This design comes from an exercise in tuning for small area on the open sky130 flow, not from production work.
Only simulation tests tie the RTL to the original design; equivalence was not proved.
Power and IR drop assume default switching activity.

fjord:
// top
module top(
      clk,
      rst,
      srx_c,
      srx_d,
      pwm_a,
      pwm_b,
      led1,
      led2,
      led3,
      led4,
      led5,
      led6,
      output_switch0,
      output_switch1,
      output_switch2,
      output_switch3,
      output0_from_A,
      output1_from_A,
      output2_from_A,
      output3_from_A,
      output0_from_B,
      output1_from_B,
      output2_from_B,
      output3_from_B,
      sw0,
      sw1,
      sw2,
      reset_CPUA_pad,
      reset_CPUB_pad,
      power_on_A_pad,
      power_on_B_pad,
      GPIO_A,
      GPIO_B
    );
Size in the first run: roughly 1700 cells after synthesis, ~120 I/O pins, ~0.021 mm² of cells after synthesis.
Settings: LEC_CHECK=0, CAP_MARGIN=20, CORE_MARGIN=2, CORE_UTILIZATION=65, PLACE_DENSITY=0.75, SLEW_MARGIN=20; clock period 8.0 ns.
standard.sh (not shown) runs the stock make flow with config.mk's settings and CLKGATE_MAP_FILE= SYNTH_SCRIPT=/design/flow/synth_recipe.tcl, a recipe that flattens the netlist after the stock synthesis.
==> flow/flow/run.sh <==
#!/bin/bash
# Own layout flow: the standard flow (standard.sh) with two ORFS
# variables changed:
#   - port buffers use the smallest buffer cell (buf_1);
#   - clock tree: clkbuf_4 leaf clusters of at most 10 sinks within 40 um,
#     no dummy loads.
# Everything else (synthesis, floorplan, power grid, taps, routing) is the
# standard flow's. The full make output goes to flow_make.log here.
set -uo pipefail
bash standard.sh \
  "BUFFER_PORTS_ARGS=-buffer_cell sky130_fd_sc_hd__buf_1" \
  "CTS_ARGS=-sink_clustering_enable -repair_clock_nets -dont_use_dummy_load -buf_list sky130_fd_sc_hd__clkbuf_4 -sink_clustering_size 10 -sink_clustering_max_diameter 40" \
  finish > flow_make.log 2>&1
status=$?
tail -n 30 flow_make.log
exit $status
fjord: PASS, flow complete, no timing, DRC or antenna violations
Relative to fjord, the following input files were edited for cedar:
-- flow/flow/run.sh --
<<< fjord, line 5
#   - clock tree: clkbuf_4 leaf clusters of at most 10 sinks within 40 um,
#     no dummy loads.
>>> cedar, line 5
#   - clock tree: clkbuf_4 leaf clusters of at most 10 sinks, no dummy loads.
<<< fjord, line 12
  "CTS_ARGS=-sink_clustering_enable -repair_clock_nets -dont_use_dummy_load -buf_list sky130_fd_sc_hd__clkbuf_4 -sink_clustering_size 10 -sink_clustering_max_diameter 40" \
>>> cedar, line 11
  "CTS_ARGS=-sink_clustering_enable -repair_clock_nets -dont_use_dummy_load -buf_list sky130_fd_sc_hd__clkbuf_4 -sink_clustering_size 10 -sink_clustering_max_diameter 50" \
[summary]
The final cell count on fjord is in line with that on cedar. Total wire length after detailed routing across fjord and cedar: no real change. fjord → cedar: non-clock buffer count barely changed; power consumption dropped 0.41%. Between fjord and cedar, period utilization is higher for cedar, fjord comes in under that. On time the final worst path needs with I/O delays and setup, fjord beats cedar. As of cedar, number of clock buffers in the layout had fallen by a few percent compared to fjord. Re number of enable-type register cells in the synthesized netlist: no difference whatsoever between cedar and fjord. Between fjord and cedar, the area taken by flip-flops and latches figures differ only marginally.
The inputs of nickel differ from those of cedar as listed below.
-- flow/flow/run.sh --
<<< cedar, line 11
  "CTS_ARGS=-sink_clustering_enable -repair_clock_nets -dont_use_dummy_load -buf_list sky130_fd_sc_hd__clkbuf_4 -sink_clustering_size 10 -sink_clustering_max_diameter 50" \
>>> nickel, line 11
  "CTS_ARGS=-sink_clustering_enable -repair_clock_nets -dont_use_dummy_load -buf_list sky130_fd_sc_hd__clkbuf_4 -sink_clustering_size 9 -sink_clustering_max_diameter 50" \
==> run summary <==
Looking at the reports, nickel completed the entire flow and the layout it produced met the timing, design-rule and antenna checks. Diff cedar -> nickel: worst hold slack was more or less identical; fraction of layout cells with a size suffix above 1 now larger; detailed-route DRC error count has remained practically unchanged. Between cedar and nickel, the flow reports via count increasing slightly. Compared with cedar, in nickel total power after layout picked up an extra 2.1%, routed wire length picked up an extra about 1.2%. Count of clock-buffer cells in the layout | nickel above cedar. Comparing nickel and cedar, layout overhead on the synthesized area is lower on cedar. Setup WNS cedar -> nickel: better. Summary — number of cells in the finished layout apart from fillers, nickel relative to cedar: higher, by 9. On global-route usage over all layers, the lower figure sits with cedar, not nickel.
Edits applied to the flow inputs when going from nickel to amber:
-- flow/flow/run.sh --
<<< nickel, line 11
  "CTS_ARGS=-sink_clustering_enable -repair_clock_nets -dont_use_dummy_load -buf_list sky130_fd_sc_hd__clkbuf_4 -sink_clustering_size 9 -sink_clustering_max_diameter 50" \
>>> amber, line 11
  "CTS_ARGS=-sink_clustering_enable -repair_clock_nets -dont_use_dummy_load -buf_list sky130_fd_sc_hd__clkbuf_4 -sink_clustering_size 10 -sink_clustering_max_diameter 40" \
### Flow results
When amber is measured against nickel, its clock skew turns out 24 ps lower.
amber has arrival time at the worst endpoint above what nickel had.
Compare nickel and amber | final worst-path setup slack lower: nickel
Clock latency at the later pin of the worst-skew pair sits higher in amber than in nickel.
Changes observed in amber relative to nickel: sequential share of layout area did not really move; overall via count from detail_route down 1.1%; clock period minus final worst setup slack lost 16 ps; total wire length lost 440 µm; fraction of power spent switching nets shrank by 0.31 points.
Comparing nickel and amber, the higher share of the clock period used by the worst path was measured on nickel.
amber was carried through to the last stage, and its layout satisfied the timing, design-rule and antenna checks.

==> separate check: timing with driven ports <==
Ports are ideal in the flow. The routed layouts listed here were re-timed in OpenROAD. Step 1, drivers: a clkbuf_16 drives clk and a buf_2 each remaining input, both assumed. Step 2 adds t to the input delays and takes it off the output delays; t is the mean of the earliest and latest rising clock arrival at the registers after step 1. Input paths then give back, and output paths get back, about the clock's delay inside the block. Slacks: ideal ports / drivers / drivers and shift; pairs: ideal ports / drivers.
run	t (ns)	setup slack, ns	worst hold slack (ns)	worst data-port slew with drivers (ns)
fjord	0.786	3.620 / 3.620 / 3.620	0.359 / 0.359 / 0.359	0.05
cedar	0.784	3.599 / 3.599 / 3.599	0.377 / 0.377 / 0.377	0.05
nickel	0.732	3.604 / 3.604 / 3.604	0.375 / 0.375 / 0.375	0.05
amber	0.786	3.620 / 3.620 / 3.620	0.359 / 0.359 / 0.359	0.05
After both steps setup and hold are still met in every run listed.
